From an optimization exercise on the open Yosys and OpenROAD flow, aimed at small area and a short achievable clock period; shortcuts taken in it are not production practice.
In this exercise RTL edits were held to simulation tests only and were not proved equivalent to the original.
Power and IR drop assume default switching activity.

## flow/design.v (module list and top-level ports; edited modules follow where they fit)
// module register: 18 lines
// module delay: 26 lines
// module multiplexer: 12 lines
// module multiplier: 11 lines
// module adder: 12 lines
// module comparator: 10 lines
// module rectifier: 10 lines
// module distortion: 1496 lines
module distortion
#(
    parameter int WIDTH = 24
)
(
    input logic clk,
    input logic reset,
    input logic enable,
    input logic [WIDTH-1:0] in,
    input logic [WIDTH-1:0] gain,
    input logic [WIDTH-1:0] threshold,
    output logic [WIDTH-1:0] out
);
  // ...
==> flow/run.sh <==
#!/bin/bash
# synth_recipe.tcl (not shown) runs the flow's synth.tcl, then flattens the netlist and writes it again
# the make line also repeats each setting of config.mk as NAME=value (left out here)
make -C /OpenROAD-flow-scripts/flow DESIGN_CONFIG=/design/flow/config.mk WORK_HOME=/design/flow/orfs CLKGATE_MAP_FILE= SYNTH_SCRIPT=/design/flow/synth_recipe.tcl finish
==> flow/config.mk <==
export PLATFORM = sky130hd
export DESIGN_NAME = distortion
export DESIGN_NICKNAME = distortion
export VERILOG_FILES = /design/flow/design.v
export SDC_FILE = /design/flow/constraint.sdc
export NUM_CORES = 4
export LEC_CHECK = 0
export CAP_MARGIN = 20
export CORE_MARGIN = 2
export CORE_UTILIZATION = 40
export SETUP_SLACK_MARGIN = 4.2
export SLEW_MARGIN = 20
==> flow/constraint.sdc <==
create_clock -name core_clock -period 7.5 [get_ports {clk}]
set_input_delay 1.5000 -clock core_clock [delete_from_list [all_inputs] [get_ports {clk}]]
set_output_delay 1.5000 -clock core_clock [all_outputs]
set_load 0.01 [all_outputs]
==> results.sh, run 1 <==
export IMPL_status="complete, no violations"
export IMPL_cts_setup_buffers=55
export IMPL_end_kind="register"
export IMPL_viasPerCell=5.70
export IMPL_finalInstanceArea_um2=27600
export IMPL_power_share_sequential=0.204
export IMPL_crit_type="register to register"
export IMPL_cp_top_family="adder cells"
export IMPL_netlist_top_cells_area="edfxtp_1 21%, fa_1 21%, a22oi_1 8.8%"
export IMPL_highest_layer="met4"
export IMPL_power_leader="combinational logic"
export IMPL_final_setup_viol_count=0
export IMPL_clk_pin_slew_worst_paths_ns=0.06
export IMPL_multi_input_area_share=0.554
export IMPL_rsz0062_at_grt="true"
export IMPL_reg2reg_to="r2[40]"
export IMPL_clk_insertion_delay_late_ns=0.60
export IMPL_finalMaxSlewViolations=0
export IMPL_yosys_warnings=1
export IMPL_use_met1=0.304
export IMPL_met2_length_um=31100
export IMPL_layout_common_cells="300 x inv_1, 233 x a22oi_1, 218 x fa_1"
export IMPL_place_gp_congestion=0.882
export IMPL_ctsResizeCount=22
export IMPL_fin_util=0.477
export IMPL_drt_total_wl_um=69400
export IMPL_ir_worst_vdd_mv=0.254
export IMPL_synth_edff_count=162
export IMPL_clkPwrFrac=0.126
==> run 2, diff against run 1 <==
--- a/flow/config.mk
+++ b/flow/config.mk
@@ -8,5 +8,5 @@
 export CAP_MARGIN = 20
 export CORE_MARGIN = 2
 export CORE_UTILIZATION = 40
-export SETUP_SLACK_MARGIN = 4.2
+export SETUP_SLACK_MARGIN = 4.3
 export SLEW_MARGIN = 20
==> results.sh, run 2 <==
export IMPL_regMostFlops="r2"
export IMPL_vias=17819
export IMPL_grt_max_degree=122
export IMPL_hold_path_class="register to register"
export IMPL_fp_dieH_um=246
export IMPL_syn_avg_cell_area_um2=10.4
export IMPL_worst_hold_slack_ns=0.465
export IMPL_synth_area_um2=23400
export IMPL_worst_r2r_cell_count=9
export IMPL_clock_skew_ns=0.0153
export IMPL_min_delay_start="v1"
export IMPL_ir_worst_vdd_mv=0.313
export IMPL_clockBufferDepth=3
export IMPL_grt_pass1_wl_um=106000
export IMPL_cp_top_family="adder cells"
export IMPL_synth_most_common_cell="inv_1"
export IMPL_period_minus_slack_ns=3.30
export IMPL_areaGrowthSynthToFinish_pct=19.4
export IMPL_min_to="v1"
export IMPL_cp_cell_sequence="buf_6 > a22oi_2 > xnor2_2 > fa_1 > inv_2 > fa_2 > inv_2 > fa_2 > fa_2"
export IMPL_ioPinCount=99
export IMPL_drtAntennaViolNets=0
export IMPL_synth_seq_cells=236
export IMPL_root_buffer="clkbuf_16"
export IMPL_final_common_cell="inv_1"
export IMPL_viasPerCell=5.70
export IMPL_cp_start_kind="register"
export IMPL_drc_errors=0
export IMPL_cp_data_required_time_ns=7.84
export IMPL_syn_nets=2728
export IMPL_numCtsBuffers=30
export IMPL_cts_tree="yes"
export IMPL_core_area_um2=57800
export IMPL_hpwlAfterDp_um=43700
export IMPL_hold_depth=1
export IMPL_initial_utilization=0.405
export IMPL_leakage_nw=11.6
export IMPL_clock_sinks=236
export IMPL_async_reset_ff_frac=0.314
export IMPL_grt_pass1_vias=18480
export IMPL_status="complete, no violations"
export IMPL_fin_nets=2809
export IMPL_setup_tns_ns=0
export IMPL_overflow=0
export IMPL_synth_common_cells="302 x inv_1, 274 x a22oi_1, 241 x fa_1"
export IMPL_finalMaxSlewViolations=0
export IMPL_crit_top_cell="fa_2"
export IMPL_drt_pass1_iterations=6
export IMPL_die_x_um=246
export IMPL_h_tree_depth=1
export IMPL_fmax_mhz=303
export IMPL_rsz0062_at_grt="true"
export IMPL_final_setup_viol_count=0
export IMPL_cp_depth=9
export IMPL_rrSetupSlack_ns=4.20
export IMPL_slowest_stage="fa_1"
export IMPL_clk_pin_slew_worst_paths_ns=0.06
export IMPL_netlist_top_cells_area="edfxtp_1 21%, fa_1 21%, a22oi_1 8.8%"
export IMPL_yosysUniqueCellTypes=74
export IMPL_wl_per_cell_um=22.3
export IMPL_rows=88
export IMPL_grt_usage=0.225
export IMPL_die_area_um2=60500
export IMPL_drv_cap=0
export IMPL_place_gp_congestion=0.905
export IMPL_cp_buffers_inverters=3
export IMPL_regToRegStartpoint="b_two[0]"
export IMPL_largest_reg_flops=101
export IMPL_critPathArrivalTime_ns=3.64
export IMPL_worst_pin_slew_ns=0.956
export IMPL_relSlewSlack=0.362
export IMPL_crit_path_max_incr_delay_ns=0.59
export IMPL_synthDominantCellAreaShare=0.208
export IMPL_hold_buffers=0
export IMPL_power_density_nw_per_um2=453
export IMPL_min_period_over_period=0.440
export IMPL_seq_area_frac_synth=0.287
export IMPL_synth_largest_area_cell="edfxtp_1"
export IMPL_drt_total_wl_um=69700
export IMPL_synthCells=2255
export IMPL_finalPower_w=0.0127
export IMPL_antenna_cells=0
export IMPL_end_kind="register"
export IMPL_hold_viol_final=0
export IMPL_drt_iter0_drc=1777
export IMPL_ys_flop_type="edfxtp_1"
export IMPL_io_buffers=98
export IMPL_layout_common_cells="289 x inv_1, 218 x a22oi_1, 204 x fa_1"
export IMPL_crit_type="register to register"
export IMPL_reg2reg_to="r2[43]"
export IMPL_drive_gt1_frac=0.152
export IMPL_antenna_found_initial=0
export IMPL_yosys_warnings=1
export IMPL_crit_fanout=4
export IMPL_clk_insertion_delay_late_ns=0.61
export IMPL_synth_edff_count=162
[run 2: final cells by class]
| class | instances | area, µm² |
|---|---|---|
| clock buffer | 33 | 762 |
| inverter | 305 | 1160 |
| sequential | 236 | 6720 |
| timing repair buffer | 233 | 2580 |
| clock inverter | 23 | 221 |
| fill | 5208 | 29800 |
| multi-input combinational | 1529 | 15600 |
| tap | 765 | 957 |
| timing repair inverter | 1 | 5.00 |
[run 2: cell families (layout without fill, tap and decap cells)]
kind of cell,count (synthesis),in the layout,share of synthesized area
simple gates,248,249,0.0539
xor+xnor,337,337,0.126
compound gates,543,544,0.164
mux,1,1,0.000481
fa+ha+maj,398,398,0.290
flops,236,236,0.287
buf+inv,492,595,0.0798
[run 2: stage by stage]
| stage | std cells | util | instance area [µm²] | worst slack (ns) |
|---|---|---|---|---|
| 2_1_floorplan | 2255 | - | 23500 | 4.30 |
| 3_3_place_gp | 2979 | 0.433 | 25000 | 3.72 |
| 3_5_place_dp | 2980 | 0.433 | 25000 | 3.62 |
| 4_1_cts | 3092 | 0.467 | 27000 | 4.22 |
| 5_1_grt | 3125 | 0.484 | 28000 | 4.14 |
| 6_report | 3125 | 0.484 | 28000 | 4.20 |
[run 2: power breakdown]
group,total [W],switching (W),internal (W)
clock network,0.00145,0.000609,0.000836
logic,0.00868,0.00484,0.00384
registers,0.00256,0.000291,0.00227
total,0.0127,0.00574,0.00694
[run 2: repair_timing]
| action | CTS | global route |
|---|---|---|
| gates cloned | 5 | 7 |
| resized for setup | 86 | 158 |
| pin swaps | 26 | 60 |
| setup buffers | 51 | 26 |
| setup endpoints to repair | 113 | 83 |
[run 2: worst reg2reg max path, cell delays in order (launching register included)]
cell,delay (ns)
edfxtp_1,0.54
buf_6,0.20
a22oi_2,0.18
xnor2_2,0.10
fa_1,0.59
inv_2,0.07
fa_2,0.52
inv_2,0.04
fa_2,0.36
fa_2,0.45
[run 2: how the worst max path moves through the flow]
| stage | to | start | slack (ns) |
|---|---|---|---|
| after floorplan | r2[64] | b_neg[7] | 4.30 |
| after global routing | r2[43] | b_two[0] | 4.14 |
| after global placement | r2[46] | b_neg[6] | 3.72 |
| after CTS | r2[43] | b_two[0] | 4.22 |
| after detailed placement | r2[46] | b_neg[6] | 3.62 |
| final | r2[43] | b_two[0] | 4.20 |
[run 2: layer usage]
metal  GRT usage  vias to the layer above  routed length (µm)
li1            -                     7849                   -
met1       0.298                     8811               28500
met2       0.358                      942               31700
met3      0.0461                      217                6250
met4      0.0922                        0                3290
met5           0                        -                   0
==> run 3, diff against run 2 <==
--- a/flow/config.mk
+++ b/flow/config.mk
@@ -8,5 +8,6 @@
 export CAP_MARGIN = 20
 export CORE_MARGIN = 2
 export CORE_UTILIZATION = 40
-export SETUP_SLACK_MARGIN = 4.3
+export SETUP_SLACK_MARGIN = 4.4
 export SLEW_MARGIN = 20
+export TNS_END_PERCENT = 0
==> results.sh, run 3 <==
export IMPL_grt_pass1_vias=18623
export IMPL_min_delay_start="v1"
export IMPL_yosysUniqueCellTypes=74
export IMPL_period_minus_slack_ns=3.30
export IMPL_min_period_over_period=0.440
export IMPL_synthDominantCellAreaShare=0.208
export IMPL_io_buffers=98
export IMPL_ir_worst_vdd_mv=0.259
export IMPL_synth_area_um2=23400
export IMPL_areaGrowthSynthToFinish_pct=17.2
export IMPL_crit_top_cell="fa_1"
export IMPL_critPathArrivalTime_ns=3.64
export IMPL_drv_cap=0
export IMPL_netlist_top_cells_area="edfxtp_1 21%, fa_1 21%, a22oi_1 8.8%"
export IMPL_instances_no_fill=3108
export IMPL_hold_buffers=0
export IMPL_end_kind="register"
export IMPL_final_common_cell="inv_1"
export IMPL_placed_cells=2983
export IMPL_synth_most_common_cell="inv_1"
export IMPL_clock_sinks=236
export IMPL_vias=17817
export IMPL_fin_ws_ns=4.20
export IMPL_grt_max_degree=75
export IMPL_power_density_nw_per_um2=450
export IMPL_viasPerCell=5.73
export IMPL_cp_cell_sequence="buf_6 > clkbuf_16 > a22oi_2 > xor2_1 > fa_1 > inv_1 > fa_1 > inv_1 > fa_2 > inv_2 > fa_1"
export IMPL_fmax_mhz=303
export IMPL_largest_reg_flops=101
export IMPL_hold_depth=1
export IMPL_syn_nets=2728
export IMPL_fin_nets=2792
export IMPL_root_buffer="clkbuf_16"
export IMPL_yosys_warnings=1
export IMPL_rsz0062_at_grt="true"
export IMPL_clockBufferDepth=3
export IMPL_async_reset_ff_frac=0.314
export IMPL_regMostFlops="r2"
export IMPL_pre_cts_slack_ns=3.19
export IMPL_hpwlAfterDp_um=43600
export IMPL_cp_data_required_time_ns=7.84
export IMPL_crit_fanout=6
export IMPL_crit_type="register to register"
export IMPL_leakage_nw=11.5
export IMPL_antenna_found_initial=1
export IMPL_final_setup_viol_count=0
export IMPL_finalPower_w=0.0124
export IMPL_drc_errors=0
export IMPL_initial_utilization=0.405
export IMPL_reg2reg_to="r2[64]"
export IMPL_finalMaxSlewViolations=0
export IMPL_cp_start_kind="register"
export IMPL_rrSetupSlack_ns=4.20
export IMPL_clock_skew_ns=0.0139
export IMPL_fin_util=0.475
export IMPL_place_gp_congestion=0.894
export IMPL_worst_r2r_cell_count=11
export IMPL_synthCells=2255
export IMPL_worst_pin_slew_ns=0.975
export IMPL_cts_tree="yes"
export IMPL_ys_flop_type="edfxtp_1"
export IMPL_status="complete, no violations"
export IMPL_crit_path_max_incr_delay_ns=0.55
export IMPL_grt_pass1_wl_um=107000
export IMPL_hold_path_class="register to register"
export IMPL_grt_usage=0.228
export IMPL_drt_pass1_iterations=7
export IMPL_regToRegStartpoint="d[20]"
export IMPL_drt_total_wl_um=68900
export IMPL_fp_dieH_um=246
export IMPL_wl_per_cell_um=22.2
export IMPL_core_area_um2=57800
export IMPL_seq_area_frac_synth=0.287
export IMPL_relSlewSlack=0.349
export IMPL_overflow=0
export IMPL_rows=88
export IMPL_numCtsBuffers=29
export IMPL_slowest_stage="fa_1"
export IMPL_die_area_um2=60500
export IMPL_die_x_um=246
export IMPL_synth_largest_area_cell="edfxtp_1"
export IMPL_synth_seq_cells=236
export IMPL_drive_gt1_frac=0.119
export IMPL_drtAntennaViolNets=0
export IMPL_synth_edff_count=162
export IMPL_ioPinCount=99
export IMPL_syn_avg_cell_area_um2=10.4
export IMPL_clk_pin_slew_worst_paths_ns=0.06
export IMPL_clk_insertion_delay_late_ns=0.61
export IMPL_hold_viol_final=0
export IMPL_layout_common_cells="296 x inv_1, 240 x a22oi_1, 219 x fa_1"
export IMPL_setup_tns_ns=0
export IMPL_synth_common_cells="302 x inv_1, 274 x a22oi_1, 241 x fa_1"
export IMPL_min_to="v1"
export IMPL_drt_iter0_drc=1717
export IMPL_h_tree_depth=1
==> run 3: cell counts after synthesis <==
No cell type changed its count.
==> run 3: area by class of cell <==
type / instances / area [µm²]
timing repair buffer: 217 / 2380
clock inverter: 23 / 216
clock buffer: 31 / 733
inverter: 305 / 1160
antenna: 1 / 2.50
multi-input combinational: 1530 / 15300
sequential: 236 / 6720
fill: 5286 / 30400
tap: 765 / 957
==> run 3: stage by stage <==
step,hold slack [ns],area [µm²]
finish,0.469,27500
global route,0.484,27500
CTS,0.467,27000
detailed placement,0.452,25100
global placement,0.444,25000
floorplan,0.431,23500
==> run 3: kinds of logic after synthesis <==
family | count (synthesis) | share of synthesized area
mux | 1 | 0.000481
compound gates | 543 | 0.164
fa+ha+maj | 398 | 0.290
buf+inv | 492 | 0.0798
xor+xnor | 337 | 0.126
flops | 236 | 0.287
simple gates | 248 | 0.0539
==> run 3: timing repair <==
action,CTS,global route
endpoints found under the setup margin,122,158
gates cloned,5,3
gates resized for setup,70,79
pin swaps,13,26
buffers inserted,53,9
==> run 3: per-layer routing <==
| metal | vias to the layer above | share of wire | global-route usage |
|---|---|---|---|
| li1 | 7826 | - | - |
| met1 | 8830 | 0.41 | 0.307 |
| met2 | 932 | 0.45 | 0.354 |
| met3 | 229 | 0.095 | 0.0499 |
| met4 | 0 | 0.043 | 0.0995 |
| met5 | - | 0 | 0 |
==> run 3: critical path: cells and delay by family (launching register included) <==
family	cells	cell delay [ns]
buffers and inverters	5	0.50
xor gates and xnor gates	1	0.12
AOI/OAI and AO/OA	1	0.18
adders and majority gates	4	1.77
DFF	1	0.46
==> run 3: how the worst max path moves through the flow <==
stage	start	to	slack, ns
5_1_grt	d[20]	r2[64]	4.12
4_1_cts	b_two[0]	r2[37]	4.24
3_5_place_dp	b_neg[6]	r2[46]	3.19
2_1_floorplan	b_neg[6]	r2[46]	4.12
6_report	d[20]	r2[64]	4.20
3_3_place_gp	b_neg[6]	r2[49]	3.32
==> run 3: power by group <==
part | total (W) | internal, W | switching [W]
clock | 0.00140 | 0.000788 | 0.000613
sequential | 0.00255 | 0.00226 | 0.000280
combinational | 0.00842 | 0.00366 | 0.00476
total | 0.0124 | 0.00672 | 0.00565
==> run 4, diff against run 3 <==
--- a/flow/config.mk
+++ b/flow/config.mk
@@ -5,6 +5,7 @@
 export SDC_FILE = /design/flow/constraint.sdc
 export NUM_CORES = 4
 export LEC_CHECK = 0
+export ABC_AREA = 1
 export CAP_MARGIN = 20
 export CORE_MARGIN = 2
 export CORE_UTILIZATION = 40
==> results.sh, run 4 <==
export IMPL_final_common_cell="nand2_1"
export IMPL_clock_skew_ns=0.0212
export IMPL_clk_pin_slew_worst_paths_ns=0.06
export IMPL_drv_cap=0
export IMPL_root_buffer="clkbuf_16"
export IMPL_status="complete, no violations"
export IMPL_crit_type="register to register"
export IMPL_crit_path_max_incr_delay_ns=0.55
export IMPL_largest_reg_flops=101
export IMPL_drive_gt1_frac=0.160
export IMPL_yosys_warnings=1
export IMPL_synthDominantCellAreaShare=0.200
export IMPL_worst_r2r_cell_count=8
export IMPL_synth_common_cells="427 x inv_1, 399 x nand2_1, 312 x xor2_1"
export IMPL_layout_common_cells="399 x nand2_1, 386 x inv_1, 296 x xor2_1"
export IMPL_leakage_nw=13.2
export IMPL_die_x_um=250
export IMPL_die_area_um2=62700
export IMPL_drtAntennaViolNets=0
export IMPL_synth_most_common_cell="inv_1"
export IMPL_relSlewSlack=0.348
export IMPL_final_fill_count=5538
export IMPL_ir_worst_vdd_mv=0.230
export IMPL_rsz0062_at_grt="true"
export IMPL_period_minus_slack_ns=3.46
export IMPL_rrSetupSlack_ns=4.04
export IMPL_grt_pass1_vias=20974
export IMPL_worst_hold_slack_ns=0.463
export IMPL_drc_errors=0
export IMPL_place_gp_congestion=0.979
export IMPL_regMostFlops="r2"
export IMPL_cp_buffers_inverters=3
export IMPL_clockBufferDepth=3
export IMPL_overflow=0
export IMPL_drt_total_wl_um=82600
export IMPL_drt_iter0_drc=2087
export IMPL_hold_viol_final=0
export IMPL_ioPinCount=99
export IMPL_seq_area_frac_synth=0.276
export IMPL_fmax_mhz=289
export IMPL_fp_dieH_um=250
export IMPL_rows=90
export IMPL_synthCells=2689
export IMPL_async_reset_ff_frac=0.314
export IMPL_yosysUniqueCellTypes=41
export IMPL_areaGrowthSynthToFinish_pct=21.0
export IMPL_wl_per_cell_um=22.3
export IMPL_initial_utilization=0.403
export IMPL_antenna_cells=0
export IMPL_fin_nets=3373
export IMPL_cp_top_family="adder cells"
export IMPL_cp_data_required_time_ns=7.82
export IMPL_hold_buffers=0
export IMPL_grt_usage=0.259
export IMPL_worstSetupStartpoint="b_one[5]"
export IMPL_cp_depth=8
export IMPL_reg2reg_to="r2[18]"
export IMPL_finalPower_w=0.0133
export IMPL_hpwlAfterDp_um=53400
export IMPL_syn_avg_cell_area_um2=9.04
export IMPL_register_area_um2=6720
export IMPL_regToRegStartpoint="b_one[5]"
export IMPL_netlist_top_cells_area="edfxtp_1 20%, fa_1 20%, xor2_1 11%"
export IMPL_finalInstanceArea_um2=29400
export IMPL_core_area_um2=60200
export IMPL_placed_area_um2=25800
export IMPL_cp_cell_sequence="buf_4 > clkinvlp_4 > buf_6 > o22ai_1 > xor2_1 > fa_1 > fa_1 > fa_1"
export IMPL_drt_pass1_iterations=6
export IMPL_end_kind="register"
export IMPL_power_density_nw_per_um2=454
export IMPL_cts_tree="yes"
export IMPL_viasPerCell=5.56
export IMPL_ys_flop_type="edfxtp_1"
export IMPL_min_period_over_period=0.461
export IMPL_cp_endpoint="r2[18]"
export IMPL_slowest_stage="fa_1"
export IMPL_cp_start_kind="register"
export IMPL_antenna_found_initial=0
export IMPL_synth_largest_area_cell="edfxtp_1"
export IMPL_clk_insertion_delay_late_ns=0.60
export IMPL_crit_fanout=6
export IMPL_vias=20598
export IMPL_final_setup_viol_count=0
export IMPL_io_buffers=98
export IMPL_synth_seq_cells=236
export IMPL_setup_tns_ns=0
export IMPL_h_tree_depth=1
export IMPL_synth_area_um2=24300
export IMPL_finalMaxSlewViolations=0
export IMPL_numCtsBuffers=30
export IMPL_clock_sinks=236
export IMPL_crit_top_cell="fa_1"
export IMPL_syn_nets=3162
export IMPL_grt_max_degree=94
export IMPL_multiInputGateArea_um2=15700
export IMPL_hold_path_class="register to register"
export IMPL_critPathArrivalTime_ns=3.78
export IMPL_worst_pin_slew_ns=0.978
export IMPL_synth_edff_count=162
export IMPL_grt_pass1_wl_um=124000
## run 4: changes by cell type in the layout (fill, tap and decap cells not counted), moves of 25 or more
cell	delta
a21o_1	-25
a22oi_1	-240
a22oi_2	-34
buf_4	+99
buf_6	-33
clkinvlp_4	+57
inv_1	+90
nand2_1	+309
nand3_1	+74
nor2_1	+94
o22ai_1	+224
o22ai_2	+31
xnor2_1	-198
xor2_1	+167
## run 4: worst register-to-register path, delay by kind of cell, from the launching register on
kind	cells	cell delay, ns
flip-flops	1	0.45
adder cells (fa/ha/maj)	3	1.55
buffers and inverters	3	0.66
XOR/XNOR	1	0.32
AO/OA/AOI/OAI	1	0.21
## run 4: kinds of logic (layout without fill, tap and decap cells)
family                   Yosys count  in the layout  synth area share
AO/OA/AOI/OAI                    445            445             0.108
XOR/XNOR                         316            316             0.114
adder cells (fa/ha/maj)          398            398             0.279
buffers and inverters            599            833            0.0969
flip-flops                       236            236             0.276
AND/OR/NAND/NOR                  695            695             0.125
## run 4: report_power, final
group          internal, W  total, W  switching, W
clock network     0.000836   0.00143      0.000591
logic              0.00348   0.00939       0.00591
registers          0.00225   0.00253      0.000286
total              0.00656    0.0133       0.00678
## run 4: area by class of cell
| cell class | instances | area share |
|---|---|---|
| Multi-Input combinational cell | 1854 | 0.535 |
| Timing Repair Buffer | 295 | 0.100 |
| Clock inverter | 20 | 0.00681 |
| Inverter | 454 | 0.0629 |
| Tap cell | 782 | 0.0333 |
| Clock buffer | 35 | 0.0262 |
| Timing Repair inverter | 29 | 0.00723 |
| Sequential cell | 236 | 0.228 |
## run 4: through the flow
| step | utilization | setup WS [ns] | cells |
|---|---|---|---|
| floorplan | - | 4.19 | 2689 |
| global placement | 0.428 | 3.29 | 3448 |
| detailed placement | 0.428 | 3.20 | 3448 |
| CTS | 0.476 | 4.17 | 3665 |
| global route | 0.488 | 4.03 | 3705 |
| finish | 0.488 | 4.04 | 3705 |
## run 4: metal layers
metal / part of all wire / wire, µm / GRT usage
met5: 0 / 0 / 0
met3: 0.098 / 8120 / 0.0628
met2: 0.44 / 36100 / 0.414
met4: 0.077 / 6400 / 0.154
met1: 0.39 / 31900 / 0.320
## run 4: how the worst min path moves through the flow
stage                     start  to  slack (ns)  cells past startpoint
after floorplan              v1  v1        0.42                      2
after global placement       v1  v1        0.43                      2
after detailed placement     v1  v1        0.46                      2
after CTS                    v1  v1        0.47                      2
after global routing         v1  v1        0.49                      2
final                        v1  v1        0.46                      2
## run 4: repair_timing
action | 4_1_cts | 5_1_grt
pin swaps | 14 | 32
setup buffers | 133 | 39
setup endpoints to repair | 88 | 63
gates cloned | 29 | 1
gates resized for setup | 137 | 74
==> run 5, diff against run 4 <==
--- a/flow/config.mk
+++ b/flow/config.mk
@@ -5,10 +5,9 @@
 export SDC_FILE = /design/flow/constraint.sdc
 export NUM_CORES = 4
 export LEC_CHECK = 0
-export ABC_AREA = 1
 export CAP_MARGIN = 20
 export CORE_MARGIN = 2
 export CORE_UTILIZATION = 40
-export SETUP_SLACK_MARGIN = 4.4
+export SETUP_SLACK_MARGIN = 4.6
 export SLEW_MARGIN = 20
 export TNS_END_PERCENT = 0
==> results.sh, run 5 <==
export IMPL_drt_pass1_iterations=7
export IMPL_ioPinCount=99
export IMPL_antenna_found_initial=1
export IMPL_power_share_sequential=0.206
export IMPL_layout_common_cells="296 x inv_1, 240 x a22oi_1, 219 x fa_1"
export IMPL_drtAntennaViolNets=0
export IMPL_fin_ws_ns=4.20
export IMPL_yosysUniqueCellTypes=74
export IMPL_synth_area_um2=23400
export IMPL_fin_nets=2792
export IMPL_critPathArrivalTime_ns=3.64
export IMPL_fp_dieH_um=246
export IMPL_synth_compound_area_frac=0.164
export IMPL_relSlewSlack=0.349
export IMPL_p_sw_w=0.00565
export IMPL_setup_tns_ns=0
export IMPL_leakage_nw=11.5
export IMPL_yosys_area_share_simple=0.0539
export IMPL_core_area_um2=57800
export IMPL_ir_worst_vdd_mv=0.259
export IMPL_overflow=0
export IMPL_grt_pass1_wl_um=107000
export IMPL_final_setup_viol_count=0
export IMPL_grt_usage=0.228
export IMPL_yosys_warnings=1
export IMPL_synth_top_family_by_area="adder cells"
export IMPL_viasPerCell=5.73
export IMPL_power_density_nw_per_um2=450
export IMPL_finalInstanceArea_um2=27500
export IMPL_rsz0062_at_grt="true"
export IMPL_clk_pin_slew_worst_paths_ns=0.06
export IMPL_synth_largest_area_cell="edfxtp_1"
export IMPL_fmax_mhz=303
export IMPL_synth_xor_area_share=0.126
export IMPL_hold_buffers=0
export IMPL_die_x_um=246
export IMPL_drive_gt1_frac=0.119
export IMPL_finalMaxSlewViolations=0
export IMPL_cp_start_kind="register"
export IMPL_clk_insertion_delay_late_ns=0.61
export IMPL_vias=17817
export IMPL_ys_flop_type="edfxtp_1"
export IMPL_crit_fanout=6
export IMPL_period_minus_slack_ns=3.30
export IMPL_syn_avg_cell_area_um2=10.4
export IMPL_numCtsBuffers=29
export IMPL_synth_most_common_cell="inv_1"
export IMPL_final_common_cell="inv_1"
export IMPL_end_kind="register"
export IMPL_io_buffers=98
export IMPL_pre_cts_slack_ns=3.19
export IMPL_crit_type="register to register"
export IMPL_cts_tree="yes"
export IMPL_fin_util=0.475
export IMPL_placed_area_um2=25100
export IMPL_syn_nets=2728
export IMPL_comb_power_share=0.681
export IMPL_seq_area_frac_synth=0.287
export IMPL_hold_viol_final=0
export IMPL_initial_utilization=0.405
export IMPL_synthDominantCellAreaShare=0.208
export IMPL_p_int_w=0.00672
export IMPL_min_period_over_period=0.440
export IMPL_rows=88
export IMPL_grt_max_degree=75
export IMPL_regMostFlops="r2"
export IMPL_status="complete, no violations"
export IMPL_drt_iter0_drc=1717
export IMPL_die_area_um2=60500
export IMPL_worst_pin_slew_ns=0.975
export IMPL_clock_skew_ns=0.0139
export IMPL_hpwlAfterDp_um=43600
export IMPL_cp_data_required_time_ns=7.84
export IMPL_clock_sinks=236
export IMPL_grt_pass1_vias=18623
export IMPL_drc_errors=0
export IMPL_synth_common_cells="302 x inv_1, 274 x a22oi_1, 241 x fa_1"
export IMPL_drt_total_wl_um=68900
export IMPL_synth_edff_count=162
export IMPL_clockBufferDepth=3
export IMPL_async_reset_ff_frac=0.314
export IMPL_areaGrowthSynthToFinish_pct=17.2
export IMPL_sw_frac_of_total=0.457
export IMPL_h_tree_depth=1
export IMPL_synth_seq_cells=236
export IMPL_synth_fa_ha_area_frac=0.290
export IMPL_drv_cap=0
export IMPL_synthCells=2255
export IMPL_root_buffer="clkbuf_16"
export IMPL_place_gp_congestion=0.894
export IMPL_netlist_top_cells_area="edfxtp_1 21%, fa_1 21%, a22oi_1 8.8%"
export IMPL_hold_path_class="register to register"
export IMPL_largest_reg_flops=101
export IMPL_clkPwrFrac=0.113
export IMPL_synthMuxAreaShare=0.000481
export IMPL_wl_per_cell_um=22.2
## run 5: changes by cell type after synthesis, sizes merged, moves of 143 or more
cell | previous run | this run
xnor2 | 4 | 206
nand2 | 425 | 93
a22oi | 0 | 274
xor2 | 312 | 131
inv | 447 | 304
o22ai | 276 | 15
## run 5: area by class of cell
class	count	area, µm²
Inverter	305	1160
Sequential cell	236	6720
Clock inverter	23	216
Multi-Input combinational cell	1530	15300
Tap cell	765	957
Timing Repair Buffer	217	2380
Antenna cell	1	2.50
Fill cell	5286	30400
Clock buffer	31	733
## run 5: worst paths after layout
kind                             from      end  slack [ns]  cells past startpoint
worst min-delay path               v1       v1        0.47                      1
worst min register to register     v1       v1        0.47                      1
max in group asynchronous       reset     t[6]        5.26                      3
worst max-delay path            d[20]   r2[64]        4.20                     11
min in group asynchronous       reset  out[22]        1.55                      3
worst max register to register  d[20]   r2[64]        4.20                     11
## run 5: metrics by stage
stage / hold WS (ns) / cells / total power (W)
after floorplan: 0.431 / 2255 / 0.00815
after CTS: 0.467 / 3095 / 0.0123
after detailed placement: 0.452 / 2983 / 0.0105
final: 0.469 / 3108 / 0.0124
after global placement: 0.444 / 2982 / 0.0102
after global routing: 0.484 / 3107 / 0.0136
## run 5: critical path, cell delays in order (launching register included)
cell and delay [ns]:
edfxtp_1 0.46, buf_6 0.17, clkbuf_16 0.16, a22oi_2 0.18, xor2_1 0.12, fa_1 0.55, inv_1 0.05, fa_1 0.48
inv_1 0.06, fa_2 0.34, inv_2 0.06, fa_1 0.40
## run 5: what timing repair did
action                     4_1_cts  5_1_grt
buffers inserted                53        9
setup endpoints to repair      218      204
pin swaps                       13       26
resized for setup               70       79
cloned                           5        3
## run 5: cells by family after synthesis
family / Yosys count
compound gates: 543
xor+xnor: 337
fa+ha+maj: 398
buf+inv: 492
flops: 236
mux: 1
simple gates: 248
## run 5: routing by layer
metal  vias up  share of wire  GRT usage
li1       7826              -          -
met4         0          0.043     0.0995
met5         -              0          0
met3       229          0.095     0.0499
met2       932           0.45      0.354
met1      8830           0.41      0.307
## run 5: power by group through the flow
stage	Clock, W	Sequential (W)	Combinational (W)
global route	0.00149	0.00261	0.00949
CTS	0.00144	0.00255	0.00826
finish	0.00140	0.00255	0.00842
floorplan	0	0.00252	0.00563
detailed placement	0	0.00262	0.00787
global placement	0	0.00261	0.00763

[separate check: timing with driven ports]
How much do the figures lean on ideal ports? The routed layouts below were timed once more, with nothing changed but the port constraints.
Step 1 sets driving cells, clkbuf_16 on the clock port and buf_2 on the other inputs (assumed; they add their load-dependent delay and slew).
Step 2 also shifts input and output timing later by t, the mid clock arrival at the registers, as if the neighbouring blocks saw the same clock.
a / b / c = ideal ports / drivers / drivers and shift; a / b = the first two.
run	t, ns	setup slack, ns	worst hold slack (ns)	clock arrival spread, ns
run 1	0.655	4.163 / 4.163 / 3.751	0.471 / 0.471 / 0.471	0.019 / 0.019
run 2	0.667	4.198 / 4.198 / 3.916	0.465 / 0.465 / 0.465	0.016 / 0.016
run 3	0.665	4.199 / 4.199 / 3.825	0.469 / 0.469 / 0.469	0.014 / 0.015
run 4	0.643	4.044 / 4.044 / 4.044	0.463 / 0.463 / 0.463	0.021 / 0.021
run 5	0.665	4.199 / 4.199 / 3.825	0.469 / 0.469 / 0.469	0.014 / 0.015
After both steps every run listed still meets setup and hold. The setup slack of run 1, which loses most, moves by 0.000 ns with the drivers and by -0.412 ns with both steps.
